What follows belongs to an exercise in optimizing a design on an open flow for small area; a production flow would make more cautious choices. RTL that was checked went through simulation tests only; none was proved equivalent to the original. Only the layout flow was run in runs 2 and 3; the RTL was not checked for function there. In every run shown here, the design's own scripts or RTL, not TritonCTS, make the clock network. The clock input has no modelled driver; a real chip could not lean on it and would need a root buffer or a full tree. Power figures rest on the tool's default switching activity, not on a simulated workload.

File: config.mk
export PLATFORM = sky130hd
export DESIGN_NAME = Tetris
export DESIGN_NICKNAME = Tetris
export VERILOG_FILES = /design/flow/design.v
export SDC_FILE = /design/flow/constraint.sdc
export NUM_CORES = 4
export LEC_CHECK = 0
export CAP_MARGIN = 0
export CORE_MARGIN = 2
export CORE_UTILIZATION = 70
export CTS_BUF_LIST = sky130_fd_sc_hd__clkbuf_8
export CTS_CLUSTER_DIAMETER = 500
export CTS_CLUSTER_SIZE = 100
export SLEW_MARGIN = 0
File: constraint.sdc
create_clock -name core_clock -period 40.0 [get_ports {I_CLK}]
set_input_delay 8.0000 -clock core_clock [delete_from_list [all_inputs] [get_ports {I_CLK}]]
set_output_delay 8.0000 -clock core_clock [all_outputs]
set_load 0.01 [all_outputs]
File: design.v
`timescale 1ns / 1ps
module d_ff(
    clk,
    rst,
    d,
    q
);
input wire clk;
input wire rst;
input wire d;
output reg q;
always@(posedge clk) begin
    if (rst)
        q <= 1'b0;
    else
        q <= d;
end
endmodule
`timescale 1ns / 1ps
module KEY_PRESS(
    clk,
    rst,
    key_sw,
    rise
);
input clk;
input rst;
input key_sw;
output rise;
localparam [18:0] C0   = 19'h66E32;
localparam [18:0] R    = 19'h3FFFF;
localparam [18:0] MASK = 19'b0101010101010101010;
reg  [18:0] q;
wire [18:0] s = q ^ MASK;
wire        en = key_sw & ~rst;
wire        fb = ~(s[18] ^ s[5]) | rise;
assign rise = (s == R);
always @(posedge clk)
    q <= (en ? {s[17:0], fb} : C0) ^ MASK;
endmodule
`timescale 1ns / 1ps
module VGA(
    vga_clk,
    rst,
    disp_row,
    disp_col,
    redOut,
    greenOut,
    blueOut,
    hsync,
    vsync,
    draw_finish,
    pre_finish,
    display_data
);
input vga_clk;
input rst;
input [4:0] disp_row;
input [2:0] disp_col;
output redOut, greenOut, blueOut;
output hsync;
output vsync;
output draw_finish;
output pre_finish;
output display_data;
reg [4:0] ha, hb, va, vb;
function ge5;
    input [4:0] x;
    input [4:0] k;
    integer i;
    begin
        ge5 = 1'b1;
        for (i = 0; i < 5; i = i + 1)
            ge5 = k[i] ? (x[i] & ge5) : (x[i] | ge5);
    end
endfunction
function hge;
    input [4:0] a;
    input [4:0] b;
    input integer t;
    begin
        hge = (t / 25 == 31) ? ((a == 5'd31) & ge5(b, t % 25))
            : (ge5(a, t / 25 + 1) | ((a == t / 25) & ge5(b, t % 25)));
    end
endfunction
function hin;     
    input [4:0] a;
    input [4:0] b;
    input integer lo;
    input integer hi;
    begin
        hin = hge(a, b, lo) & ~hge(a, b, hi + 1);
    end
endfunction
localparam [4:0] HA0 = 5'd1, HB0 = 5'd5, VA0 = 5'd18, VB0 = 5'd16;
wire hb_end = hb[4] & hb[3];                     
wire vb_end = vb[4] & vb[3];                     
wire va_end = va[4] & va[2];                     
wire h_end  = (ha == 5'd1) & (hb == 5'd4);       
wire vb_clr = h_end & vb_end;
wire va_clr = vb_clr & va_end;
wire [5:0] tha, thb, tva, tvb;
assign thb[0] = 1'b1;
assign tha[0] = hb_end;
assign tvb[0] = h_end;
assign tva[0] = vb_clr;
genvar i;
generate
    for (i = 0; i < 5; i = i + 1) begin : cnt
        assign tha[i+1] = tha[i] & ha[i];
        assign thb[i+1] = thb[i] & hb[i];
        assign tva[i+1] = tva[i] & va[i];
        assign tvb[i+1] = tvb[i] & vb[i];
        always @(posedge vga_clk) begin
            ha[i] <= rst ? HA0[i] : (ha[i] ^ tha[i]);
            hb[i] <= rst ? HB0[i] : ~hb_end & (hb[i] ^ thb[i]);
            va[i] <= rst ? VA0[i] : ~va_clr & (va[i] ^ tva[i]);
            vb[i] <= rst ? VB0[i] : ~vb_clr & (vb[i] ^ tvb[i]);
        end
    end
endgenerate
wire last_line = (va == 5'd18) & (vb == 5'd15);   
wire h_30 = (ha == 5'd1) & (hb == 5'd5);          
wire h_31 = (ha == 5'd1) & (hb == 5'd6);          
assign pre_finish  = last_line & h_30;
assign draw_finish = last_line & h_31;
wire hsync_n = hin(ha, hb, 30, 125);              
wire disp_h  = hge(ha, hb, 173) | ~hge(ha, hb, 13);    
wire h143    = (ha == 5'd6) & (hb == 5'd23);
wire grid_h  = h143 | hin(ha, hb, 399, 593);      
wire bord_h  = hin(ha, hb, 391, 601);             
wire vsync_n = (va == 5'd18) & (vb[4:1] == 4'd8);  
wire disp_v  = hge(va, vb, 500) | ~hge(va, vb, 455);   
wire grid_v  = ~hge(va, vb, 441);                 
wire bord_v  = hge(va, vb, 517) | ~hge(va, vb, 449);   
assign hsync = ~hsync_n;
assign vsync = ~vsync_n;
assign display_data = disp_h & disp_v;
wire col_hit = h143 ? (disp_col == 3'd5)
             : (ha == 5'd15) ? (disp_col == 3'd0)
             : (ha[2:0] == disp_col);
wire row_hit = (va == disp_row);
wire lit = col_hit & row_hit;
reg [2:0] rgb;
always @(*) begin
    if (!display_data)
        rgb = 3'b000;
    else if (grid_h && grid_v)
        rgb = lit ? 3'b111 : 3'b000;
    else if (bord_h && bord_v)
        rgb = 3'b100;
    else
        rgb = 3'b001;
end
assign {redOut, greenOut, blueOut} = rgb;
endmodule
`timescale 1ns / 1ps
module STORAGE_CTRL;
endmodule
`timescale 1ns / 1ps
module GAME_CTRL(
    clk,
    rst,
    rise,
    draw_finish,
    pre_finish,
    disp_row,
    disp_col
);
input clk;
input rst;
input [3:0] rise;         
input draw_finish;
input pre_finish;         
output reg [4:0] disp_row;
output reg [2:0] disp_col;
reg [3:0] op_keys_lt;     
reg [7:0] head_x;
reg [7:0] head_y;
reg pub_valid;
wire [7:0] y_dec = head_y - 8'd1;
wire [4:0] y_inc = head_y[3:0] + 4'd1;
wire       y_le15 = ~|head_y[7:4];
wire       y_mid  = (y_le15 & |head_y[3:0]) | (head_y == 8'd16);   
wire [7:0] x_dec = head_x - 8'd1;
wire [2:0] x_inc = head_x[2:0] + 3'd1;
wire       x_le5  = ~|head_x[7:3] & ~(head_x[2] & head_x[1]);
wire       x_mid  = ~|head_x[7:3] & |head_x[2:0] & ~&head_x[2:0];    
wire [1:0] y_op = draw_finish ? op_keys_lt[1:0] : 2'b00;
wire [1:0] x_op = draw_finish ? op_keys_lt[3:2] : 2'b00;
reg [7:0] y_new, x_new;
always @(*) begin
    case (y_op)
        2'b00: y_new = head_y;
        2'b01: y_new = y_dec;
        2'b10: y_new = y_le15 ? {3'b000, y_inc} : 8'd17;
        default: y_new = y_mid ? head_y : 8'd17;
    endcase
    case (x_op)
        2'b00: x_new = head_x;
        2'b01: x_new = x_dec;
        2'b10: x_new = x_le5 ? {5'b00000, x_inc} : 8'd7;
        default: x_new = x_mid ? head_x : 8'd7;
    endcase
end
wire [8:0] row = head_y + head_x[7:3];
wire row_ok = ~|row[8:5] & ~(row[4] & |row[3:1]);
always @(posedge clk) begin
    if (rst) begin
        head_x <= 0;
        head_y <= 0;
    end
    else begin
        head_x <= x_new;
        head_y <= y_new;
    end
end
always @(posedge clk) begin
    if (rst) begin
        op_keys_lt <= 0;
        pub_valid <= 0;
        disp_row <= 5'd31;
        disp_col <= 0;
    end
    else if (draw_finish) begin
        op_keys_lt <= rise;
        pub_valid <= 1;
        disp_row <= (pub_valid & row_ok) ? row[4:0] : 5'd31;
        disp_col <= head_x[2:0];
    end
    else begin
        op_keys_lt <= op_keys_lt | (pre_finish ? 4'b0 : rise);
    end
end
endmodule
`timescale 1ns / 1ps
module GRID_CTRL;
endmodule
`timescale 1ns / 1ps
module Tetris(
    I_CLK,
    I_KEY_UP,
    I_KEY_DOWN,
    I_KEY_LEFT,
    I_KEY_RIGHT,
    I_RESET,
    O_RED,
    O_GREEN,
    O_BLUE,
    O_HSYNC,
    O_VSYNC,
    O_LED_KUP,
    O_LED_KDOWN,
    O_LED_KLEFT,
    O_LED_KRIGHT,
    display_data,
    draw_finish
);
input I_CLK;
input I_KEY_UP;
input I_KEY_DOWN;
input I_KEY_LEFT;
input I_KEY_RIGHT;
input I_RESET;
output O_RED;
output O_GREEN;
output O_BLUE;
output O_HSYNC;
output O_VSYNC;
output O_LED_KUP;
output O_LED_KDOWN;
output O_LED_KLEFT;
output O_LED_KRIGHT;
output draw_finish;
output display_data;
wire [3:0] rise;
wire [4:0] disp_row;
wire [2:0] disp_col;
wire pre_finish;
assign O_LED_KUP = I_KEY_UP;
assign O_LED_KDOWN = I_KEY_DOWN;
assign O_LED_KLEFT = I_KEY_LEFT;
assign O_LED_KRIGHT = I_KEY_RIGHT;
KEY_PRESS up_key_event    (.clk(I_CLK), .rst(I_RESET), .key_sw(I_KEY_UP),    .rise(rise[0]));
KEY_PRESS down_key_event  (.clk(I_CLK), .rst(I_RESET), .key_sw(I_KEY_DOWN),  .rise(rise[1]));
KEY_PRESS left_key_event  (.clk(I_CLK), .rst(I_RESET), .key_sw(I_KEY_LEFT),  .rise(rise[2]));
KEY_PRESS right_key_event (.clk(I_CLK), .rst(I_RESET), .key_sw(I_KEY_RIGHT), .rise(rise[3]));
VGA vga_controller
(
    .vga_clk(I_CLK),
    .rst(I_RESET),
    .disp_row(disp_row),
    .disp_col(disp_col),
    .redOut(O_RED),
    .greenOut(O_GREEN),
    .blueOut(O_BLUE),
    .hsync(O_HSYNC),
    .vsync(O_VSYNC),
    .draw_finish(draw_finish),
    .pre_finish(pre_finish),
    .display_data(display_data)
);
GAME_CTRL game_module
(
    .clk(I_CLK),
    .rst(I_RESET),
    .rise(rise),
    .draw_finish(draw_finish),
    .pre_finish(pre_finish),
    .disp_row(disp_row),
    .disp_col(disp_col)
);
endmodule
File: flow/run.sh
#!/bin/bash
# Own layout flow: the standard synthesis, then the combinational logic between the
# flip-flops re-mapped for area with ABC (the flip-flops are kept as they are), checked
# for equivalence, then the standard layout steps.
set -euo pipefail
WORK=$(pwd -P)
R=$WORK/orfs/results/sky130hd/Tetris/base
LIB=$FLOW_HOME/platforms/sky130hd/lib/sky130_fd_sc_hd__tt_025C_1v80.lib
YOSYS=$FLOW_HOME/../tools/install/yosys/bin/yosys
[[ -x $YOSYS ]] || YOSYS=yosys
DONTUSE="-dont_use *probe* -dont_use *lpflow*"

bash standard.sh $R/1_2_yosys.v > $WORK/log_synth.txt 2>&1
cp $R/1_2_yosys.v $WORK/netlist_std.v

sed -e "s#{LIB}#$LIB#g; s#{IN}#$WORK/netlist_std.v#; s#{OUT}#$WORK/netlist_reopt.v#; s#{SCRIPT}#$WORK/flow/abc.script#; s#{DONTUSE}#$DONTUSE#" \
  flow/reopt.ys > $WORK/reopt_run.ys
if $YOSYS -s $WORK/reopt_run.ys > $WORK/log_reopt.txt 2>&1; then
  sed 's/^module Tetris(/module gold(/' $WORK/netlist_std.v > $WORK/eq_gold.v
  sed 's/^module Tetris(/module gate(/' $WORK/netlist_reopt.v > $WORK/eq_gate.v
  sed -e "s#{LIB}#$LIB#g; s#{GOLD}#$WORK/eq_gold.v#; s#{GATE}#$WORK/eq_gate.v#" flow/equiv.ys > $WORK/equiv_run.ys
  if $YOSYS -s $WORK/equiv_run.ys > $WORK/log_equiv.txt 2>&1; then
    cp $WORK/netlist_reopt.v $R/1_2_yosys.v
    echo "re-mapped netlist used" > $WORK/reopt_status.txt
  else
    echo "re-mapped netlist not equivalent; standard netlist kept" > $WORK/reopt_status.txt
  fi
else
  echo "re-mapping failed; standard netlist kept" > $WORK/reopt_status.txt
fi
touch $R/1_2_yosys.v

# Port buffers of the smallest buffer; a two-level clock tree of a few large buffers.
export BUFFER_PORTS_ARGS="-inputs -outputs -buffer_cell sky130_fd_sc_hd__buf_1"
export PRE_CTS_TCL=$WORK/flow/cts_tree.tcl
export CTS_TREE_LEAVES=4
export CTS_TREE_ROOT=sky130_fd_sc_hd__clkbuf_4
export CTS_TREE_LEAF=sky130_fd_sc_hd__clkbuf_16
bash standard.sh finish > $WORK/log_layout.txt 2>&1
File: flow/abc.script
strash
&get -n
&deepsyn -T 30
&put
map -a
topo
File: flow/cts_tree.tcl
# Simple two-level clock tree: one root buffer fed by the clock port, K leaf buffers,
# each driving one k-means cluster of the flip-flops. Sources setRC etc. from caller.
proc build_clock_tree { clk_port_name K root_cell leaf_cell } {
  set db [ord::get_db]
  set block [ord::get_db_block]
  set clknet [[$block findBTerm $clk_port_name] getNet]
  set sinks {}
  foreach it [$clknet getITerms] {
    set inst [$it getInst]
    set bb [$inst getBBox]
    lappend sinks [list $it [expr {([$bb xMin] + [$bb xMax]) / 2.0}] [expr {([$bb yMin] + [$bb yMax]) / 2.0}]]
  }
  set n [llength $sinks]
  # k-means, seeded along x
  set sorted [lsort -real -index 1 $sinks]
  set cx {}; set cy {}
  for {set k 0} {$k < $K} {incr k} {
    set s [lindex $sorted [expr {int(($k + 0.5) * $n / $K)}]]
    lappend cx [lindex $s 1]; lappend cy [lindex $s 2]
  }
  for {set iter 0} {$iter < 30} {incr iter} {
    set cap [expr {($n + $K - 1) / $K}]
    set sx [lrepeat $K 0.0]; set sy [lrepeat $K 0.0]; set cnt [lrepeat $K 0]
    set assign [lrepeat $n -1]
    # balanced assignment: sinks nearest to some centre first, each to the nearest centre with room
    set order {}
    set i 0
    foreach s $sinks {
      set bd 1e30
      for {set k 0} {$k < $K} {incr k} {
        set d [expr {abs([lindex $s 1] - [lindex $cx $k]) + abs([lindex $s 2] - [lindex $cy $k])}]
        if {$d < $bd} { set bd $d }
      }
      lappend order [list $i $bd]
      incr i
    }
    foreach o [lsort -real -index 1 $order] {
      set i [lindex $o 0]
      set s [lindex $sinks $i]
      set best -1; set bd 1e30
      for {set k 0} {$k < $K} {incr k} {
        if {[lindex $cnt $k] >= $cap} continue
        set d [expr {abs([lindex $s 1] - [lindex $cx $k]) + abs([lindex $s 2] - [lindex $cy $k])}]
        if {$d < $bd} { set bd $d; set best $k }
      }
      lset assign $i $best
      lset sx $best [expr {[lindex $sx $best] + [lindex $s 1]}]
      lset sy $best [expr {[lindex $sy $best] + [lindex $s 2]}]
      lset cnt $best [expr {[lindex $cnt $best] + 1}]
    }
    for {set k 0} {$k < $K} {incr k} {
      if {[lindex $cnt $k] > 0} {
        lset cx $k [expr {[lindex $sx $k] / [lindex $cnt $k]}]
        lset cy $k [expr {[lindex $sy $k] / [lindex $cnt $k]}]
      }
    }
  }
  puts "clock tree: $n sinks, clusters: $cnt"
  set rootm [$db findMaster $root_cell]
  set leafm [$db findMaster $leaf_cell]
  # root buffer at the centroid of the leaf buffers
  set rx 0.0; set ry 0.0
  for {set k 0} {$k < $K} {incr k} { set rx [expr {$rx + [lindex $cx $k] / $K}]; set ry [expr {$ry + [lindex $cy $k] / $K}] }
  set root [odb::dbInst_create $block $rootm "clkbuf_root_I_CLK"]
  set rootnet [odb::dbNet_create $block "clknet_root_I_CLK"]
  $rootnet setSigType CLOCK
  [$root findITerm A] connect $clknet
  [$root findITerm X] connect $rootnet
  $root setLocation [expr {int($rx)}] [expr {int($ry)}]
  $root setPlacementStatus PLACED
  set leafnets {}
  for {set k 0} {$k < $K} {incr k} {
    set b [odb::dbInst_create $block $leafm "clkbuf_leaf_${k}_I_CLK"]
    set net [odb::dbNet_create $block "clknet_leaf_${k}_I_CLK"]
    $net setSigType CLOCK
    [$b findITerm A] connect $rootnet
    [$b findITerm X] connect $net
    $b setLocation [expr {int([lindex $cx $k])}] [expr {int([lindex $cy $k])}]
    $b setPlacementStatus PLACED
    lappend leafnets $net
  }
  set i 0
  foreach s $sinks {
    set it [lindex $s 0]
    $it disconnect
    $it connect [lindex $leafnets [lindex $assign $i]]
    incr i
  }
}

# Sourced by ORFS's cts.tcl as PRE_CTS_TCL: its clock_tree_synthesis call builds this tree
# instead (CTS_TREE_LEAVES leaf buffers of CTS_TREE_LEAF under one CTS_TREE_ROOT buffer).
# The rest of cts.tcl (placement legalisation, timing repair) runs as usual.
proc clock_tree_synthesis { args } {
  build_clock_tree I_CLK $::env(CTS_TREE_LEAVES) $::env(CTS_TREE_ROOT) $::env(CTS_TREE_LEAF)
  set_propagated_clock [all_clocks]
}
File: flow/equiv.ys
# The re-mapped netlist must do what the standard one does, flip-flop for flip-flop.
read_liberty -ignore_miss_func {LIB}
read_verilog {GOLD} {GATE}
flatten gold gate
opt_clean
equiv_make gold gate eq
hierarchy -top eq
equiv_simple -undef
equiv_induct -undef
equiv_status -assert
File: flow/reopt.ys
# Re-map the combinational logic of the standard synthesis netlist for area.
# Every flip-flop instance keeps its name, cell type and connections.
read_liberty -ignore_miss_func {LIB}
read_verilog {IN}
hierarchy -top Tetris
setattr -mod -set keep_hierarchy 1 sky130_fd_sc_hd__*df* sky130_fd_sc_hd__dl*
flatten
opt_clean -purge
techmap
opt -fast
abc -script {SCRIPT} -liberty {LIB} {DONTUSE}
opt_clean -purge
hilomap -singleton -hicell sky130_fd_sc_hd__conb_1 HI -locell sky130_fd_sc_hd__conb_1 LO
insbuf -buf sky130_fd_sc_hd__buf_4 A X Tetris
splitnets
opt_clean -purge
rename -enumerate -pattern _ro%_ Tetris
select -assert-none Tetris/t:$*
stat -liberty {LIB} Tetris
select Tetris
write_verilog -noattr -nohex -nodec -selected {OUT}
File: standard.sh
#!/bin/bash
# synth_recipe.tcl (not shown) runs the flow's synth.tcl, then flattens the netlist and writes it again
# the make line also repeats each setting of config.mk as NAME=value (left out here)
make -C /OpenROAD-flow-scripts/flow DESIGN_CONFIG=/design/flow/config.mk WORK_HOME=/design/flow/orfs CLKGATE_MAP_FILE= SYNTH_SCRIPT=/design/flow/synth_recipe.tcl "${@:-finish}"
==> out/results.txt, run 1 <==
Minimum clock period = 16.24 ns
Fin util = 0.761
Post-synthesis cell area = 0.00459 mm2
WP data required = 32.00 ns
Yosys warnings = 3
Ant diodes = 0
Measured slew at the worst slew-check pin = 0.614 ns
Placed insts = 657
Port Buffer Count = 16
Initial antenna violation count = 0
Kind of cell adding the most delay to the critical path = buffers and inverters
Via count = 3758
Synth Instances = 567
Iteration count of the initial detailed-routing pass = 5
Non-filler cells, final = 662
Final Max Slew Viols = 0
Die Wd = 85.0 um
Die area = 0.00723 mm2
Final Cell Area = 0.00483 mm2
DP Area = 0.00473 mm2
DIE HEIGHT = 85.0 um
Tot Pwr = 0.192 mW
Fillcell total = 487
Worst slew margin = 0.587
VDD IR max = 0.0447 mV
Min-Delay Path Class = reg -> reg
Max-cap violations = 0
First-pass GRT wire length = 15200 um
FMAX = 61.6 MHz
Status = complete, no violations
Setup crit start kind = input port
Post-DR wirelength/cell = 13.1 um
Final hold vios = 0
Crit. End Element = output pin
Initial core utilization = 0.723
CP Class = in -> out
Post-route ant nets = 0
Reg clk slew, reported paths = 0.11 ns
RSZ-0062 raised after global routing = false
Worst Path Max Fanout = 2
Drt total wl = 8650 um
Clock Skew = 0.0111 ns
IO Count = 17
Layout cells sized above 1 = 0.0239
Pleak = 1.76 nW
Finish-stage setup viols = 0
Syn Area/Cell = 8.10 um2
Row cnt = 29
Worst endpoint data arrival time = 8.24 ns
Worst path slowest cell = buf_1
Crit-path max cell delay = 0.15 ns
DR iter-0 viols = 153
Nets = 593
Maximum number of pins on one net before global-route repair = 33
Crit-path cells = buf_1 > buf_1
Remaining DRCs = 0
Grt ovf = 0
Critical path's most frequent cell = buf_1
Buffers and inverters on the worst path = 2
Setup TNS = 0 ns
Total track usage = 0.244
Post-CTS Hold Fix Bufs = 0
Post-DP HPWL = 6530 um
Post-CTS setup buffers = 0
Final Cycle Share = 0.406
Clock Latency Late Sink = 0.43 ns
Synth Net Count = 573
GP Congestion = 0.933
PostCTS Resize Cnt = 0
Via density per instance = 5.68
Pwr dens = 39.8 mW/mm2
Layout area overhead = 5.26%
Core region area = 0.00635 mm2
Vias in the first global route = 3571
## flip-flops by register name, indices dropped and copies added (netlist names), 3 cells and up
register / flops
down_key_event.q: 19
left_key_event.q: 19
right_key_event.q: 19
up_key_event.q: 19
game_module.head_x: 8
game_module.head_y: 8
game_module.disp_row: 5
vga_controller.ha: 5
vga_controller.hb: 5
vga_controller.va: 5
vga_controller.vb: 5
game_module.op_keys_lt: 4
game_module.disp_col: 3
## cell usage in the layout (no fill, tap or decap), types with 2 or more instances in the layout
| cell type | instances |
|---|---|
| a41oi_1 | 2 |
| nor4_1 | 11 |
| a31oi_1 | 5 |
| xnor2_1 | 5 |
| a22oi_1 | 5 |
| and3_2 | 2 |
| clkinv_1 | 79 |
| buf_1 | 16 |
| nand2_1 | 72 |
| xor2_1 | 6 |
| a21oi_1 | 26 |
| nor3_1 | 25 |
| nand4_1 | 12 |
| nor2_1 | 111 |
| nor3b_1 | 3 |
| or2_2 | 3 |
| clkbuf_16 | 4 |
| o21a_1 | 2 |
| dfxtp_1 | 125 |
| o31ai_1 | 3 |
| o22ai_1 | 12 |
| nand3b_1 | 2 |
| nand3_1 | 13 |
| o21ai_0 | 25 |
| nor4b_1 | 4 |
| a2111oi_0 | 2 |
## final timing paths
kind	startpoint	to	slack, ns	cells after the start
worst max-delay path	I_KEY_DOWN	O_LED_KDOWN	23.76	2
worst min-delay path	right_key_event.q[17]	right_key_event.q[18]	0.40	1
worst max register to register	vga_controller.va[1]	game_module.head_y[7]	36.67	13
worst min register to register	right_key_event.q[17]	right_key_event.q[18]	0.40	1
## report_power, final
group / switching [mW] / internal, mW / leakage (nW)
registers: 0.00240 / 0.128 / 1.02
clock network: 0.0336 / 0.0193 / 0.0539
logic: 0.00596 / 0.00287 / 0.689
## per-stage QoR
stage,hold slack (ns),setup slack [ns]
after global placement,0.370,23.76
after floorplan,0.361,23.88
after detailed placement,0.373,23.76
final,0.396,23.76
after CTS,0.400,23.76
after global routing,0.411,23.70
## layout make-up
class	count	area, um2	share of cell area
sequential	125	2500	0.518
inverter	79	297	0.0613
multi-input combinational	359	1760	0.365
timing repair buffer	17	67.6	0.0140
buffer	5	108	0.0223
tap	77	96.3	0.0199
## per-layer routing
metal / global-route usage / up-vias / wire (um)
li1: - / 1937 / -
met1: 0.325 / 1712 / 3840
met2: 0.435 / 94 / 4290
met3: 0.0146 / 15 / 354
met4: 0.0606 / 0 / 168
met5: 0 / - / 0
==> run 2, diff against run 1 <==
--- a/design.v
+++ b/design.v
@@ -179,28 +179,2 @@
 reg [7:0] head_y;
-reg pub_valid;
-wire [7:0] y_dec = head_y - 8'd1;
-wire [4:0] y_inc = head_y[3:0] + 4'd1;
-wire       y_le15 = ~|head_y[7:4];
-wire       y_mid  = (y_le15 & |head_y[3:0]) | (head_y == 8'd16);   
-wire [7:0] x_dec = head_x - 8'd1;
-wire [2:0] x_inc = head_x[2:0] + 3'd1;
-wire       x_le5  = ~|head_x[7:3] & ~(head_x[2] & head_x[1]);
-wire       x_mid  = ~|head_x[7:3] & |head_x[2:0] & ~&head_x[2:0];    
-wire [1:0] y_op = draw_finish ? op_keys_lt[1:0] : 2'b00;
-wire [1:0] x_op = draw_finish ? op_keys_lt[3:2] : 2'b00;
-reg [7:0] y_new, x_new;
-always @(*) begin
-    case (y_op)
-        2'b00: y_new = head_y;
-        2'b01: y_new = y_dec;
-        2'b10: y_new = y_le15 ? {3'b000, y_inc} : 8'd17;
-        default: y_new = y_mid ? head_y : 8'd17;
-    endcase
-    case (x_op)
-        2'b00: x_new = head_x;
-        2'b01: x_new = x_dec;
-        2'b10: x_new = x_le5 ? {5'b00000, x_inc} : 8'd7;
-        default: x_new = x_mid ? head_x : 8'd7;
-    endcase
-end
 wire [8:0] row = head_y + head_x[7:3];
@@ -212,5 +186,13 @@
     end
-    else begin
-        head_x <= x_new;
-        head_y <= y_new;
+    else if (pre_finish) begin
+        if (op_keys_lt[0])
+            head_y <= head_y - 8'd1;
+        if (op_keys_lt[2])
+            head_x <= head_x - 8'd1;
+    end
+    else if (draw_finish) begin
+        if (op_keys_lt[1])
+            head_y <= (~|head_y[7:4]) ? {3'b000, head_y[3:0] + 5'd1} : 8'd17;
+        if (op_keys_lt[3])
+            head_x <= (~|head_x[7:3] & ~(head_x[2] & head_x[1])) ? {5'b00000, head_x[2:0] + 3'd1} : 8'd7;
     end
@@ -219,16 +201,17 @@
     if (rst) begin
-        op_keys_lt <= 0;
-        pub_valid <= 0;
-        disp_row <= 5'd31;
+        disp_row <= 5'd30;
         disp_col <= 0;
     end
-    else if (draw_finish) begin
-        op_keys_lt <= rise;
-        pub_valid <= 1;
-        disp_row <= (pub_valid & row_ok) ? row[4:0] : 5'd31;
+    else if (pre_finish) begin
+        disp_row <= ((disp_row != 5'd30) & row_ok) ? row[4:0] : 5'd31;
         disp_col <= head_x[2:0];
     end
-    else begin
-        op_keys_lt <= op_keys_lt | (pre_finish ? 4'b0 : rise);
-    end
+end
+always @(posedge clk) begin
+    if (rst)
+        op_keys_lt <= 0;
+    else if (draw_finish)
+        op_keys_lt <= rise;
+    else if (!pre_finish)
+        op_keys_lt <= op_keys_lt | rise;
 end
==> out/results.txt, run 2 <==
Status = complete, no violations (unchanged)
Setup crit start kind = input port (unchanged)
Port Buffer Count = 16 (unchanged)
Vias in the first global route = 3427 (was 3571)
Clock Latency Late Sink = 0.45 ns (was 0.43 ns)
Total track usage = 0.241 (was 0.244)
Via count = 3739 (was 3758)
Synth Net Count = 590 (was 573)
Synth Instances = 584 (was 567)
Remaining DRCs = 0 (unchanged)
Post-CTS Hold Fix Bufs = 0 (unchanged)
Yosys warnings = 3 (unchanged)
Crit. End Element = output pin (unchanged)
Final hold vios = 0 (unchanged)
Via density per instance = 5.51 (was 5.68)
CP Class = in -> out (unchanged)
GP Congestion = 0.897 (was 0.933)
Initial antenna violation count = 0 (unchanged)
Placed insts = 673 (was 657)
Pwr dens = 39.6 mW/mm2 (was 39.8 mW/mm2)
Final Cycle Share = 0.406 (about the same)
Final Max Slew Viols = 0 (unchanged)
Drt total wl = 8620 um (was 8650 um)
First-pass GRT wire length = 14800 um (was 15200 um)
Min-Delay Path Class = reg -> reg (unchanged)
Commonest non-fill, non-tap cell in the layout = dfxtp_1 (unchanged)
VDD IR max = 0.0431 mV (was 0.0447 mV)
Pleak = 1.78 nW (was 1.76 nW)
Die Wd = 85.0 um (about the same)
Max-cap violations = 0 (unchanged)
Core region area = 0.00635 mm2 (unchanged)
DIE HEIGHT = 85.0 um (about the same)
Net switching power = 0.0420 mW (about the same)
Post-route ant nets = 0 (unchanged)
Critical path's most frequent cell = buf_1 (unchanged)
Row cnt = 29 (unchanged)
Internal power = 0.149 mW (was 0.150 mW)
PostCTS Resize Cnt = 0 (unchanged)
Finish-stage setup viols = 0 (unchanged)
Initial core utilization = 0.722 (was 0.723)
Die area = 0.00722 mm2 (was 0.00723 mm2)
Syn Area/Cell = 7.85 um2 (was 8.10 um2)
Crit-path cells = buf_1 > buf_1 (unchanged)
Post-DR wirelength/cell = 12.7 um (was 13.1 um)
Post-route setup slack = 23.76 ns (about the same)
IO Count = 17 (unchanged)
Most frequent cells in the layout = 124 x dfxtp_1, 115 x nor2_1, 93 x clkinv_1 (was 125 x dfxtp_1, 111 x nor2_1, 79 x clkinv_1)
Measured slew at the worst slew-check pin = 0.672 ns (was 0.614 ns)
Logic pwr share = 0.040 (was 0.046)
FMAX = 61.6 MHz (about the same)
Minimum clock period = 16.24 ns (about the same)
Fillcell total = 479 (was 487)
Ant diodes = 0 (unchanged)
Reg clk slew, reported paths = 0.12 ns (was 0.11 ns)
Post-DP HPWL = 6230 um (was 6530 um)
Setup TNS = 0 ns (unchanged)
Worst path slowest cell = buf_1 (unchanged)
DR iter-0 viols = 247 (was 153)
Layout area overhead = 5.10% (was 5.26%)
Worst Setup Slack post-DPL = 23.75 ns (was 23.76 ns)
Clk network pwr share = 0.282 (was 0.275)
Switching share of power = 0.220 (was 0.218)
Maximum number of pins on one net before global-route repair = 32 (was 33)
Worst Path Max Fanout = 2 (unchanged)
Non-filler cells, final = 678 (was 662)
RSZ-0062 raised after global routing = false (unchanged)
Nets = 609 (was 593)
Fin util = 0.759 (was 0.761)
Reg power frac = 0.679 (about the same)
Buffers and inverters on the worst path = 2 (unchanged)
Grt ovf = 0 (unchanged)
Worst endpoint data arrival time = 8.24 ns (about the same)
Worst slew margin = 0.552 (was 0.587)
Kind of cell adding the most delay to the critical path = buffers and inverters (unchanged)
Clock Skew = 0.0191 ns (was 0.0111 ns)
Post-CTS setup buffers = 0 (unchanged)
Iteration count of the initial detailed-routing pass = 4 (was 5)
Crit-path max cell delay = 0.16 ns (was 0.15 ns)
Post-synthesis cell area = 0.00459 mm2 (about the same)
Layout cells sized above 1 = 0.0266 (was 0.0239)
WP data required = 32.00 ns (about the same)
-- run 2: power groups by stage --
stage          sequential (mW)  combinational [mW]  clock (mW)
2_1_floorplan            0.132             0.00576           0
3_3_place_gp             0.132             0.00732           0
3_5_place_dp             0.132             0.00760           0
4_1_cts                  0.129             0.00767      0.0552
5_1_grt                  0.130             0.00879      0.0583
6_report                 0.129             0.00762      0.0537
-- run 2: final cells by class --
class	instances	area [um2]	share of cell area
buffer	5	108	0.0223
inverter	93	349	0.0724
multi-input combinational	363	1730	0.358
sequential	124	2480	0.515
tap	77	96.3	0.0200
timing repair buffer	16	60.1	0.0125
-- run 2: path summary, 6_finish.rpt --
check / from / end / slack, ns / depth (start not counted)
setup / recovery: I_KEY_UP / O_LED_KUP / 23.76 / 2
hold / removal: right_key_event.q[13] / right_key_event.q[14] / 0.39 / 1
setup reg to reg: vga_controller.ha[0] / game_module.head_y[7] / 36.46 / 22
hold reg to reg: right_key_event.q[13] / right_key_event.q[14] / 0.39 / 1
-- run 2: layer usage --
metal	part of all wire	global-route usage	vias up	routed length, um
li1	-	-	1954	-
met1	0.46	0.318	1702	3970
met2	0.48	0.436	71	4150
met3	0.037	0.0165	12	320
met4	0.020	0.0476	0	171
met5	0	0	-	0
-- run 2: through the flow --
stage | instance area, um2 | total power, mW | hold WS (ns)
after floorplan | 4590 | 0.137 | 0.362
after global placement | 4710 | 0.139 | 0.370
after detailed placement | 4710 | 0.140 | 0.376
after CTS | 4820 | 0.192 | 0.388
after global routing | 4820 | 0.197 | 0.411
final | 4820 | 0.191 | 0.387
==> run 3, diff against run 2 <==
==> flow/run.sh (replaced) <==
#!/bin/bash
# Own layout flow: the standard synthesis, then the combinational logic between the
# flip-flops re-mapped for area with ABC (the flip-flops are kept as they are): several
# seeded runs, the smallest one that Yosys proves equivalent to the standard netlist is
# used. Then the standard layout steps, with the smallest port buffers and a two-level
# clock tree of a few large buffers.
set -uo pipefail
WORK=$(pwd -P)
R=$WORK/orfs/results/sky130hd/Tetris/base
LIB=$FLOW_HOME/platforms/sky130hd/lib/sky130_fd_sc_hd__tt_025C_1v80.lib
YOSYS=$FLOW_HOME/../tools/install/yosys/bin/yosys
[[ -x $YOSYS ]] || YOSYS=yosys
DONTUSE="-dont_use *probe* -dont_use *lpflow*"

bash standard.sh $R/1_2_yosys.v > $WORK/log_synth.txt 2>&1 || exit 1
cp $R/1_2_yosys.v $WORK/netlist_std.v
sed 's/^module Tetris(/module gold(/' $WORK/netlist_std.v > $WORK/eq_gold.v

# re-mapping runs, 4 at a time
i=0
for kind in amap nf; do
  for seed in 1 2 3 4; do
    i=$((i + 1))
    sed "s/{SEED}/$seed/" flow/abc_$kind.script > $WORK/abc_run_$i.script
    sed -e "s#{LIB}#$LIB#g; s#{IN}#$WORK/netlist_std.v#; s#{OUT}#$WORK/netlist_reopt_$i.v#; s#{SCRIPT}#$WORK/abc_run_$i.script#; s#{DONTUSE}#$DONTUSE#" \
      flow/reopt.ys > $WORK/reopt_run_$i.ys
    $YOSYS -s $WORK/reopt_run_$i.ys > $WORK/log_reopt_$i.txt 2>&1 &
    if (( i % 4 == 0 )); then wait; fi
  done
done
wait

# candidates by area, smallest first
: > $WORK/reopt_areas.txt
for j in $(seq 1 $i); do
  a=$(grep "Chip area for module" $WORK/log_reopt_$j.txt | tail -1 | awk '{print $NF}')
  [[ -n "$a" && -s $WORK/netlist_reopt_$j.v ]] && echo "$a $j" >> $WORK/reopt_areas.txt
done
echo "standard netlist kept" > $WORK/reopt_status.txt
for j in $(sort -g $WORK/reopt_areas.txt | awk '{print $2}'); do
  sed 's/^module Tetris(/module gate(/' $WORK/netlist_reopt_$j.v > $WORK/eq_gate.v
  sed -e "s#{LIB}#$LIB#g; s#{GOLD}#$WORK/eq_gold.v#; s#{GATE}#$WORK/eq_gate.v#" flow/equiv.ys > $WORK/equiv_run.ys
  if $YOSYS -s $WORK/equiv_run.ys > $WORK/log_equiv_$j.txt 2>&1; then
    cp $WORK/netlist_reopt_$j.v $R/1_2_yosys.v
    echo "re-mapped netlist $j used" > $WORK/reopt_status.txt
    break
  fi
done
touch $R/1_2_yosys.v

# Port buffers of the smallest buffer; a two-level clock tree of a few large buffers.
export BUFFER_PORTS_ARGS="-inputs -outputs -buffer_cell sky130_fd_sc_hd__buf_1"
export PRE_CTS_TCL=$WORK/flow/cts_tree.tcl
export CTS_TREE_LEAVES=4
export CTS_TREE_ROOT=sky130_fd_sc_hd__clkbuf_4
export CTS_TREE_LEAF=sky130_fd_sc_hd__clkbuf_16
bash standard.sh finish > $WORK/log_layout.txt 2>&1
==> flow/abc_amap.script (new file) <==
strash
&get -n
&deepsyn -T 30 -S {SEED}
&put
amap
topo
==> flow/abc_nf.script (new file) <==
strash
&get -n
&deepsyn -T 30 -S {SEED}
&nf -R 1000 -p -F 8 -A 8
&put
topo
removed: flow/abc.script
==> out/results.txt, run 3 <==
Status = complete, no violations (unchanged)
Worst path slowest cell = buf_1 (unchanged)
Initial antenna violation count = 0 (unchanged)
DIE HEIGHT = 83.8 um (was 85.0 um)
First-pass GRT wire length = 14200 um (was 14800 um)
Yosys warnings = 3 (unchanged)
GP Congestion = 0.865 (was 0.897)
WP data required = 32.00 ns (about the same)
Via density per instance = 5.96 (was 5.51)
Post-CTS setup buffers = 0 (unchanged)
CP startpoint = I_KEY_UP (unchanged)
Critical path's most frequent cell = buf_1 (unchanged)
Worst endpoint data arrival time = 8.27 ns (was 8.24 ns)
Most frequent cells in the layout = 124 x dfxtp_1, 80 x nor2_1, 60 x nand2_1 (was 124 x dfxtp_1, 115 x nor2_1, 93 x clkinv_1)
Crit. End Element = output pin (unchanged)
Layout area overhead = 5.42% (was 5.10%)
Iteration count of the initial detailed-routing pass = 4 (unchanged)
RR Endpoint = game_module.head_y[7] (unchanged)
Nets = 511 (was 609)
Measured slew at the worst slew-check pin = 0.764 ns (was 0.672 ns)
Non-filler cells, final = 580 (was 678)
Commonest non-fill, non-tap cell in the layout = dfxtp_1 (unchanged)
Via count = 3455 (was 3739)
FF-to-FF Start = vga_controller.ha[1] (was vga_controller.ha[0])
Min-Delay Path Class = reg -> reg (unchanged)
Row cnt = 29 (unchanged)
Hold Crit Start = left_key_event.q[13] (was right_key_event.q[13])
PostCTS Resize Cnt = 0 (unchanged)
Post-DP HPWL = 5810 um (was 6230 um)
IO Count = 17 (unchanged)
Reg clk slew, reported paths = 0.12 ns (about the same)
Port Buffer Count = 16 (unchanged)
FMAX = 61.5 MHz (was 61.6 MHz)
Crit-path cells = buf_1 > buf_1 (unchanged)
Synth Instances = 485 (was 584)
Pleak = 1.79 nW (was 1.78 nW)
Maximum number of pins on one net before global-route repair = 32 (unchanged)
CP Class = in -> out (unchanged)
Kind of cell adding the most delay to the critical path = buffers and inverters (unchanged)
DP Area = 0.00459 mm2 (was 0.00471 mm2)
Ant diodes = 0 (unchanged)
Grt ovf = 0 (unchanged)
Post-DR wirelength/cell = 14.4 um (was 12.7 um)
VDD IR max = 0.0474 mV (was 0.0431 mV)
Setup TNS = 0 ns (unchanged)
Buffers and inverters on the worst path = 2 (unchanged)
Syn Area/Cell = 9.19 um2 (was 7.85 um2)
Post-CTS Hold Fix Bufs = 0 (unchanged)
Post-route ant nets = 0 (unchanged)
Layout cells sized above 1 = 0.0119 (was 0.0266)
Final hold vios = 0 (unchanged)
DR iter-0 viols = 158 (was 247)
Clock Latency Late Sink = 0.44 ns (was 0.45 ns)
Setup crit start kind = input port (unchanged)
Reg2Reg Setup Slack = 35.80 ns (was 36.46 ns)
Crit-path max cell delay = 0.16 ns (about the same)
Worst slew margin = 0.490 (was 0.552)
Minimum clock period = 16.27 ns (was 16.24 ns)
Finish-stage setup viols = 0 (unchanged)
Max-cap violations = 0 (unchanged)
Post-synthesis cell area = 0.00446 mm2 (was 0.00459 mm2)
Clock Skew = 0.0233 ns (was 0.0191 ns)
Total track usage = 0.233 (was 0.241)
Drt total wl = 8370 um (was 8620 um)
Vias in the first global route = 3238 (was 3427)
Core region area = 0.00624 mm2 (was 0.00635 mm2)
Remaining DRCs = 0 (unchanged)
Die Wd = 83.8 um (was 85.0 um)
Final Cell Area = 0.00470 mm2 (was 0.00482 mm2)
Hold path cells = 1 (unchanged)
Pwr dens = 40.7 mW/mm2 (was 39.6 mW/mm2)
Worst Path Max Fanout = 3 (was 2)
Final Cycle Share = 0.407 (was 0.406)
Initial core utilization = 0.714 (was 0.722)
Reg2Reg Depth = 13 (was 22)
Die area = 0.00702 mm2 (was 0.00722 mm2)
Placed insts = 575 (was 673)
Final Max Slew Viols = 0 (unchanged)
WHS Endpoint = left_key_event.q[14] (was right_key_event.q[14])
Synth Net Count = 491 (was 590)
RSZ-0062 raised after global routing = false (unchanged)
## run 3: layout make-up
cell class              count  area, um2
repair buffers             17       67.6
flip-flops and latches    124       2480
multi-input cells         347       1910
plain buffers               5        108
well taps                  77       96.3
fillers                   462       1540
inverters                  10       37.5
## run 3: worst max-delay path by stage
| stage | end | slack [ns] | cells after the start |
|---|---|---|---|
| after detailed placement | O_LED_KUP | 23.73 | 2 |
| after CTS | O_LED_KUP | 23.73 | 2 |
| final | O_LED_KUP | 23.73 | 2 |
| after global routing | O_LED_KUP | 23.71 | 2 |
| after floorplan | O_LED_KDOWN | 23.88 | 1 |
| after global placement | O_LED_KLEFT | 23.75 | 2 |
## run 3: report_power, final
part	internal, mW	total, mW	switching [mW]
Sequential	0.127	0.130	0.00286
Combinational	0.00307	0.00795	0.00488
Clock	0.0193	0.0534	0.0341
Total	0.150	0.191	0.0418
## run 3: routing by layer
metal | track usage | up-vias | routed length (um)
met3 | 0.0208 | 15 | 334
met4 | 0.0455 | 0 | 142
met2 | 0.409 | 69 | 4040
met1 | 0.319 | 1622 | 3860
met5 | 0 | - | 0
li1 | - | 1749 | -
## run 3: through the flow
| stage | setup slack, ns | power, mW | utilization | hold slack (ns) |
|---|---|---|---|---|
| 3_3_place_gp | 23.75 | 0.140 | 0.736 | 0.359 |
| 5_1_grt | 23.71 | 0.198 | 0.753 | 0.405 |
| 4_1_cts | 23.73 | 0.192 | 0.753 | 0.388 |
| 6_report | 23.73 | 0.191 | 0.753 | 0.386 |
| 2_1_floorplan | 23.88 | 0.138 | - | 0.353 |
| 3_5_place_dp | 23.73 | 0.141 | 0.736 | 0.364 |
==> run 4, diff against run 3 <==
--- a/design.v
+++ b/design.v
@@ -174,9 +174,14 @@
 input pre_finish;         
-output reg [4:0] disp_row;
-output reg [2:0] disp_col;
+output [4:0] disp_row;    
+output [2:0] disp_col;
 reg [3:0] op_keys_lt;     
+reg [3:0] frame_keys;     
 reg [7:0] head_x;
 reg [7:0] head_y;
+reg pub_valid;            
+reg shown_valid;          
 wire [8:0] row = head_y + head_x[7:3];
 wire row_ok = ~|row[8:5] & ~(row[4] & |row[3:1]);
+assign disp_row = (shown_valid & row_ok) ? row[4:0] : 5'd31;
+assign disp_col = head_x[2:0];
 always @(posedge clk) begin
@@ -187,5 +192,5 @@
     else if (pre_finish) begin
-        if (op_keys_lt[0])
+        if (frame_keys[0])
             head_y <= head_y - 8'd1;
-        if (op_keys_lt[2])
+        if (frame_keys[2])
             head_x <= head_x - 8'd1;
@@ -193,5 +198,5 @@
     else if (draw_finish) begin
-        if (op_keys_lt[1])
+        if (frame_keys[1])
             head_y <= (~|head_y[7:4]) ? {3'b000, head_y[3:0] + 5'd1} : 8'd17;
-        if (op_keys_lt[3])
+        if (frame_keys[3])
             head_x <= (~|head_x[7:3] & ~(head_x[2] & head_x[1])) ? {5'b00000, head_x[2:0] + 3'd1} : 8'd7;
@@ -201,15 +206,13 @@
     if (rst) begin
-        disp_row <= 5'd30;
-        disp_col <= 0;
-    end
-    else if (pre_finish) begin
-        disp_row <= ((disp_row != 5'd30) & row_ok) ? row[4:0] : 5'd31;
-        disp_col <= head_x[2:0];
-    end
-end
-always @(posedge clk) begin
-    if (rst)
         op_keys_lt <= 0;
-    else if (draw_finish)
+        frame_keys <= 0;
+        pub_valid <= 0;
+        shown_valid <= 0;
+    end
+    else if (draw_finish) begin
         op_keys_lt <= rise;
+        frame_keys <= op_keys_lt;
+        pub_valid <= 1;
+        shown_valid <= pub_valid;
+    end
     else if (!pre_finish)
--- a/flow/run.sh
+++ b/flow/run.sh
@@ -18,6 +18,6 @@
 
-# re-mapping runs, 4 at a time
+# re-mapping runs, 6 at a time
 i=0
 for kind in amap nf; do
-  for seed in 1 2 3 4; do
+  for seed in 1 2 3 4 5 6; do
     i=$((i + 1))
@@ -27,3 +27,3 @@
     $YOSYS -s $WORK/reopt_run_$i.ys > $WORK/log_reopt_$i.txt 2>&1 &
-    if (( i % 4 == 0 )); then wait; fi
+    if (( i % 6 == 0 )); then wait; fi
   done
@@ -56,2 +56,3 @@
 export CTS_TREE_LEAF=sky130_fd_sc_hd__clkbuf_16
+export CTS_TREE_MAX_SLEW=0.115
 bash standard.sh finish > $WORK/log_layout.txt 2>&1
--- a/flow/cts_tree.tcl
+++ b/flow/cts_tree.tcl
@@ -90,8 +90,46 @@
 
+proc remove_clock_tree { clk_port_name } {
+  set block [ord::get_db_block]
+  set clknet [[$block findBTerm $clk_port_name] getNet]
+  foreach inst [$block getInsts] {
+    if {![string match "clkbuf_leaf_*_I_CLK" [$inst getName]]} continue
+    set net [[$inst findITerm X] getNet]
+    foreach it [$net getITerms] {
+      if {[$it getInst] == $inst} continue
+      $it disconnect
+      $it connect $clknet
+    }
+    odb::dbInst_destroy $inst
+    odb::dbNet_destroy $net
+  }
+  set root [$block findInst "clkbuf_root_I_CLK"]
+  set rnet [$block findNet "clknet_root_I_CLK"]
+  odb::dbInst_destroy $root
+  odb::dbNet_destroy $rnet
+}
+
+proc max_clock_pin_slew { } {
+  set mx 0
+  foreach p [get_pins -hierarchical */CLK] {
+    set v [get_property $p slew_max]
+    if {$v > $mx} { set mx $v }
+  }
+  return $mx
+}
+
 # Sourced by ORFS's cts.tcl as PRE_CTS_TCL: its clock_tree_synthesis call builds this tree
-# instead (CTS_TREE_LEAVES leaf buffers of CTS_TREE_LEAF under one CTS_TREE_ROOT buffer).
+# instead: CTS_TREE_LEAVES leaf buffers of CTS_TREE_LEAF under one CTS_TREE_ROOT buffer,
+# with one more leaf while the estimated flip-flop clock slew is over CTS_TREE_MAX_SLEW (ns).
 # The rest of cts.tcl (placement legalisation, timing repair) runs as usual.
 proc clock_tree_synthesis { args } {
-  build_clock_tree I_CLK $::env(CTS_TREE_LEAVES) $::env(CTS_TREE_ROOT) $::env(CTS_TREE_LEAF)
   set_propagated_clock [all_clocks]
+  for {set k $::env(CTS_TREE_LEAVES)} {$k <= 12} {incr k} {
+    build_clock_tree I_CLK $k $::env(CTS_TREE_ROOT) $::env(CTS_TREE_LEAF)
+    detailed_placement
+    estimate_parasitics -placement
+    set slew [max_clock_pin_slew]
+    puts "clock tree with $k leaves: estimated largest clock pin slew $slew"
+    if {$slew <= $::env(CTS_TREE_MAX_SLEW) || $k == 12} break
+    remove_clock_tree I_CLK
+  }
 }
--- a/flow/reopt.ys
+++ b/flow/reopt.ys
@@ -13,3 +13,3 @@
 hilomap -singleton -hicell sky130_fd_sc_hd__conb_1 HI -locell sky130_fd_sc_hd__conb_1 LO
-insbuf -buf sky130_fd_sc_hd__buf_4 A X Tetris
+insbuf -buf sky130_fd_sc_hd__buf_1 A X Tetris
 splitnets
==> out/results.txt, run 4 <==
Minimum clock period = 16.28 ns (was 16.27 ns)
Synth Net Count = 483 (was 491)
Kind of cell adding the most delay to the critical path = buffers and inverters (unchanged)
Crit. End Element = output pin (unchanged)
Synth Instances = 477 (was 485)
WHS Endpoint = right_key_event.q[14] (was left_key_event.q[14])
Grt ovf = 0 (unchanged)
FF-to-FF Start = vga_controller.ha[1] (unchanged)
Initial core utilization = 0.728 (was 0.714)
Maximum number of pins on one net before global-route repair = 28 (was 32)
Pleak = 1.74 nW (was 1.79 nW)
Post-DP HPWL = 6020 um (was 5810 um)
Post-CTS setup buffers = 0 (unchanged)
Post-route ant nets = 0 (unchanged)
Remaining DRCs = 0 (unchanged)
Row cnt = 28 (was 29)
Final Max Slew Viols = 0 (unchanged)
Port Buffer Count = 16 (unchanged)
Crit-path cells = buf_1 > buf_1 (unchanged)
Crit-path max cell delay = 0.16 ns (about the same)
Vias in the first global route = 3044 (was 3238)
DIE HEIGHT = 82.7 um (was 83.8 um)
Clock Skew = 0.00798 ns (was 0.0233 ns)
WP data required = 32.00 ns (about the same)
Worst Setup Slack post-DPL = 23.72 ns (was 23.73 ns)
Post-CTS Hold Fix Bufs = 0 (unchanged)
Buffers and inverters on the worst path = 2 (unchanged)
Commonest non-fill, non-tap cell in the layout = dfxtp_1 (unchanged)
Worst slew margin = 0.350 (was 0.490)
Measured slew at the worst slew-check pin = 0.973 ns (was 0.764 ns)
Min-Delay Path Class = reg -> reg (unchanged)
Core region area = 0.00596 mm2 (was 0.00624 mm2)
Hold Crit Start = right_key_event.q[13] (was left_key_event.q[13])
Post-synthesis cell area = 0.00434 mm2 (was 0.00446 mm2)
RSZ-0062 raised after global routing = false (unchanged)
Pwr dens = 42.4 mW/mm2 (was 40.7 mW/mm2)
Post-route setup slack = 23.72 ns (was 23.73 ns)
Finish-stage setup viols = 0 (unchanged)
Hold path cells = 1 (unchanged)
Nets = 504 (was 511)
Fillcell total = 428 (was 462)
Total track usage = 0.252 (was 0.233)
Most frequent cells in the layout = 122 x dfxtp_1, 82 x nor2_1, 65 x nand2_1 (was 124 x dfxtp_1, 80 x nor2_1, 60 x nand2_1)
Max-cap violations = 0 (unchanged)
Syn Area/Cell = 9.09 um2 (was 9.19 um2)
Worst endpoint data arrival time = 8.28 ns (was 8.27 ns)
Iteration count of the initial detailed-routing pass = 4 (unchanged)
Yosys warnings = 3 (unchanged)
CP Class = in -> out (unchanged)
Reg2Reg Depth = 12 (was 13)
Layout cells sized above 1 = 0.0141 (was 0.0119)
Clock Latency Late Sink = 0.44 ns (about the same)
Final hold vios = 0 (unchanged)
Worst Path Max Fanout = 3 (unchanged)
Setup crit start kind = input port (unchanged)
Setup TNS = 0 ns (unchanged)
FMAX = 61.4 MHz (was 61.5 MHz)
Via count = 3426 (was 3455)
Fin util = 0.775 (was 0.753)
Reg clk slew, reported paths = 0.09 ns (was 0.12 ns)
Final Cycle Share = 0.407 (about the same)
Die Wd = 82.7 um (was 83.8 um)
Initial antenna violation count = 0 (unchanged)
Via density per instance = 6.00 (was 5.96)
Critical path's most frequent cell = buf_1 (unchanged)
Die area = 0.00684 mm2 (was 0.00702 mm2)
Drt total wl = 8640 um (was 8370 um)
Reg2Reg Setup Slack = 36.40 ns (was 35.80 ns)
DP Area = 0.00448 mm2 (was 0.00459 mm2)
VDD IR max = 0.0473 mV (was 0.0474 mV)
Layout area overhead = 6.44% (was 5.42%)
First-pass GRT wire length = 13800 um (was 14200 um)
GP Congestion = 0.873 (was 0.865)
RR Endpoint = game_module.head_y[7] (unchanged)
Final Cell Area = 0.00461 mm2 (was 0.00470 mm2)
Status = complete, no violations (unchanged)
Post-DR wirelength/cell = 15.1 um (was 14.4 um)
DR iter-0 viols = 232 (was 158)
PostCTS Resize Cnt = 0 (unchanged)
Ant diodes = 0 (unchanged)
Worst path slowest cell = buf_1 (unchanged)
IO Count = 17 (unchanged)
## run 4: power breakdown
group / leakage [nW] / internal [mW] / switching [mW] / total [mW]
combinational: 0.675 / 0.00343 / 0.00595 / 0.00937
sequential: 0.998 / 0.125 / 0.00357 / 0.129
clock: 0.0662 / 0.0234 / 0.0338 / 0.0572
total: 1.74 / 0.152 / 0.0433 / 0.196
## run 4: worst max-delay path by stage
stage / startpoint / endpoint / slack, ns / cells after the start
floorplan: I_KEY_DOWN / O_LED_KDOWN / 23.88 / 1
global placement: I_KEY_UP / O_LED_KUP / 23.74 / 2
detailed placement: I_KEY_DOWN / O_LED_KDOWN / 23.72 / 2
CTS: I_KEY_DOWN / O_LED_KDOWN / 23.72 / 2
global route: I_KEY_LEFT / O_LED_KLEFT / 23.68 / 2
finish: I_KEY_DOWN / O_LED_KDOWN / 23.72 / 2
## run 4: stage by stage
stage | cells | hold slack [ns] | power, mW
floorplan | 477 | 0.353 | 0.137
global placement | 565 | 0.362 | 0.140
detailed placement | 565 | 0.363 | 0.141
CTS | 571 | 0.384 | 0.196
global route | 571 | 0.400 | 0.202
finish | 571 | 0.382 | 0.196
## run 4: per-layer routing
layer	wire length (um)	global-route usage	vias to the layer above
li1	-	-	1714
met1	4060	0.340	1619
met2	4180	0.450	78
met3	295	0.0185	15
met4	106	0.0426	0
met5	0	0	-
## run 4: area by class of cell
cell class,instances,area (um2),area share
Buffer,6,133,0.0287
Inverter,7,26.3,0.00569
Multi-Input combinational cell,344,1850,0.401
Timing Repair Buffer,17,67.6,0.0146
Tap cell,75,93.8,0.0203
Sequential cell,122,2440,0.529
==> run 5, diff against run 4 <==
--- a/flow/run.sh
+++ b/flow/run.sh
@@ -18,6 +18,6 @@
 
-# re-mapping runs, 6 at a time
+# re-mapping runs, 4 at a time
 i=0
 for kind in amap nf; do
-  for seed in 1 2 3 4 5 6; do
+  for seed in 1 2 3 4; do
     i=$((i + 1))
@@ -27,3 +27,3 @@
     $YOSYS -s $WORK/reopt_run_$i.ys > $WORK/log_reopt_$i.txt 2>&1 &
-    if (( i % 6 == 0 )); then wait; fi
+    if (( i % 4 == 0 )); then wait; fi
   done
@@ -56,3 +56,3 @@
 export CTS_TREE_LEAF=sky130_fd_sc_hd__clkbuf_16
-export CTS_TREE_MAX_SLEW=0.115
+export CTS_TREE_MAX_SLEW=0.110
 bash standard.sh finish > $WORK/log_layout.txt 2>&1
--- a/flow/reopt.ys
+++ b/flow/reopt.ys
@@ -13,3 +13,3 @@
 hilomap -singleton -hicell sky130_fd_sc_hd__conb_1 HI -locell sky130_fd_sc_hd__conb_1 LO
-insbuf -buf sky130_fd_sc_hd__buf_1 A X Tetris
+insbuf -buf sky130_fd_sc_hd__buf_4 A X Tetris
 splitnets
==> out/results.txt, run 5 <==
Post-CTS setup buffers = 0 (unchanged)
Worst Path Max Fanout = 3 (unchanged)
Yosys warnings = 3 (unchanged)
Post-synthesis cell area = 0.00433 mm2 (was 0.00434 mm2)
Via count = 3329 (was 3426)
GRT busiest layer = met2 (unchanged)
Synth Net Count = 477 (was 483)
Final Max Slew Viols = 0 (unchanged)
Commonest non-fill, non-tap cell in the layout = dfxtp_1 (unchanged)
Post-DR wirelength/cell = 14.2 um (was 15.1 um)
FMAX = 61.5 MHz (was 61.4 MHz)
Placed insts = 559 (was 565)
WP data required = 32.00 ns (about the same)
Non-filler cells, final = 565 (was 571)
Met1 Usage GRT = 0.326 (was 0.340)
Crit-path cells = buf_1 > buf_1 (unchanged)
Reg clk slew, reported paths = 0.09 ns (about the same)
VDD IR max = 0.0409 mV (was 0.0473 mV)
Max-cap violations = 0 (unchanged)
Status = complete, no violations (unchanged)
Post-route ant nets = 0 (unchanged)
Post-route setup slack = 23.74 ns (was 23.72 ns)
Finish-stage setup viols = 0 (unchanged)
GP Congestion = 0.837 (was 0.873)
Clk network pwr share = 0.294 (was 0.293)
Layout cells sized above 1 = 0.0143 (was 0.0141)
Register area = 0.00244 mm2 (unchanged)
Clock Skew = 0.00955 ns (was 0.00798 ns)
CP Class = in -> out (unchanged)
Worst endpoint data arrival time = 8.26 ns (was 8.28 ns)
Setup TNS = 0 ns (unchanged)
Reg2Reg Depth = 12 (unchanged)
Hold path cells = 1 (unchanged)
Nets = 498 (was 504)
Kind of cell adding the most delay to the critical path = buffers and inverters (unchanged)
Pwr dens = 42.4 mW/mm2 (about the same)
RSZ-0062 raised after global routing = false (unchanged)
Pleak = 1.70 nW (was 1.74 nW)
Clock Latency Late Sink = 0.45 ns (was 0.44 ns)
DP Area = 0.00446 mm2 (was 0.00448 mm2)
Grt ovf = 0 (unchanged)
Drt total wl = 8010 um (was 8640 um)
Final hold vios = 0 (unchanged)
Reg2Reg Setup Slack = 36.25 ns (was 36.40 ns)
Iteration count of the initial detailed-routing pass = 4 (unchanged)
IO Count = 17 (unchanged)
Fin util = 0.771 (was 0.775)
RR Endpoint = game_module.head_y[7] (unchanged)
DR iter-0 viols = 162 (was 232)
Initial antenna violation count = 0 (unchanged)
Syn Area/Cell = 9.18 um2 (was 9.09 um2)
Multi-input logic area = 0.00183 mm2 (was 0.00185 mm2)
Critical path's most frequent cell = buf_1 (unchanged)
Ant diodes = 0 (unchanged)
Total track usage = 0.233 (was 0.252)
Row cnt = 28 (unchanged)
Remaining DRCs = 0 (unchanged)
Crit. End Element = output pin (unchanged)
Fillcell total = 412 (was 428)
Port Buffer Count = 16 (unchanged)
Internal power = 0.152 mW (about the same)
WHS Endpoint = right_key_event.q[14] (unchanged)
Vias in the first global route = 2815 (was 3044)
Met3 global-route usage = 0.0207 (was 0.0185)
Synth Instances = 471 (was 477)
Net switching power = 0.0424 mW (was 0.0433 mW)
Die Wd = 82.6 um (was 82.7 um)
Die area = 0.00682 mm2 (was 0.00684 mm2)
Minimum clock period = 16.26 ns (was 16.28 ns)
Post-DP HPWL = 5550 um (was 6020 um)
Min-Delay Path Class = reg -> reg (unchanged)
PostCTS Resize Cnt = 0 (unchanged)
Buffers and inverters on the worst path = 2 (unchanged)
Reg power frac = 0.661 (was 0.660)
Layout area overhead = 6.10% (was 6.44%)
Measured slew at the worst slew-check pin = 0.926 ns (was 0.973 ns)
FF-to-FF Start = vga_controller.ha[1] (unchanged)
Crit-path max cell delay = 0.16 ns (about the same)
Hold Crit Start = right_key_event.q[13] (unchanged)
Initial core utilization = 0.726 (was 0.728)
Maximum number of pins on one net before global-route repair = 26 (was 28)
Logic pwr share = 0.044 (was 0.048)
Met2 Use GR = 0.407 (was 0.450)
Core region area = 0.00596 mm2 (unchanged)
First-pass GRT wire length = 12700 um (was 13800 um)
Most frequent cells in the layout = 122 x dfxtp_1, 77 x nor2_1, 61 x nand2_1 (was 122 x dfxtp_1, 82 x nor2_1, 65 x nand2_1)
Switching share of power = 0.218 (was 0.221)
Final Cell Area = 0.00459 mm2 (was 0.00461 mm2)
Worst path slowest cell = buf_1 (unchanged)
Post-CTS Hold Fix Bufs = 0 (unchanged)
Final Cycle Share = 0.407 (about the same)
Via density per instance = 5.89 (was 6.00)
Setup crit start kind = input port (unchanged)
Worst Setup Slack post-DPL = 23.73 ns (was 23.72 ns)
Worst slew margin = 0.381 (was 0.350)
DIE HEIGHT = 82.6 um (was 82.7 um)
-- run 5: final cells by class --
type	instances	share of cell area
Sequential cell	122	0.532
Tap cell	75	0.0204
Inverter	7	0.00573
Buffer	6	0.0289
Timing Repair Buffer	17	0.0147
Multi-Input combinational cell	338	0.398
-- run 5: power groups by stage --
stage	clock (mW)	combinational [mW]	sequential, mW
global route	0.0623	0.00989	0.129
global placement	0	0.00834	0.131
floorplan	0	0.00640	0.130
detailed placement	0	0.00861	0.131
finish	0.0573	0.00862	0.129
CTS	0.0583	0.00867	0.129
-- run 5: worst max path at each step --
stage | start | to | slack [ns] | cells after the start
3_5_place_dp | I_KEY_RIGHT | O_LED_KRIGHT | 23.73 | 2
4_1_cts | I_KEY_RIGHT | O_LED_KRIGHT | 23.73 | 2
6_report | I_KEY_RIGHT | O_LED_KRIGHT | 23.74 | 2
2_1_floorplan | I_KEY_DOWN | O_LED_KDOWN | 23.88 | 1
5_1_grt | I_KEY_UP | O_LED_KUP | 23.70 | 2
3_3_place_gp | I_KEY_UP | O_LED_KUP | 23.74 | 2
-- run 5: metal layers --
metal  up-vias  wire, um
met3         9       302
met5         -         0
met4         0        87
met2        56      3790
met1      1572      3830
li1       1692         -
-- run 5: through the flow --
stage | hold WS, ns | power [mW]
6_report | 0.384 | 0.194
5_1_grt | 0.403 | 0.201
4_1_cts | 0.387 | 0.196
3_5_place_dp | 0.366 | 0.140
3_3_place_gp | 0.356 | 0.140
2_1_floorplan | 0.353 | 0.137

re-timing with driven ports:
How much do the figures lean on ideal ports? The routed layouts below were timed once more, with nothing changed but the port constraints.
Step 1 assumes that a clkbuf_16 drives the clock port and a buf_2 every other input.
Step 2 also shifts input and output timing later by t, the mid clock arrival at the registers, as if the neighbouring blocks saw the same clock.
Slacks: no drivers / after step 1 / after step 2; pairs: no drivers / after step 1.
run | t (ns) | slack for setup (ns) | worst data-port slew with drivers (ns)
run 1 | 0.452 | 23.761 / 23.738 / 23.738 | 0.03
run 2 | 0.466 | 23.755 / 23.727 / 23.727 | 0.03
run 3 | 0.456 | 23.733 / 23.709 / 23.709 | 0.03
run 4 | 0.461 | 23.717 / 23.690 / 23.690 | 0.03
run 5 | 0.469 | 23.738 / 23.715 / 23.715 | 0.03
After both steps every run listed still meets setup and hold. For run 2, which loses most, drivers alone change the setup slack by -0.028 ns; drivers and shift together by -0.028 ns.
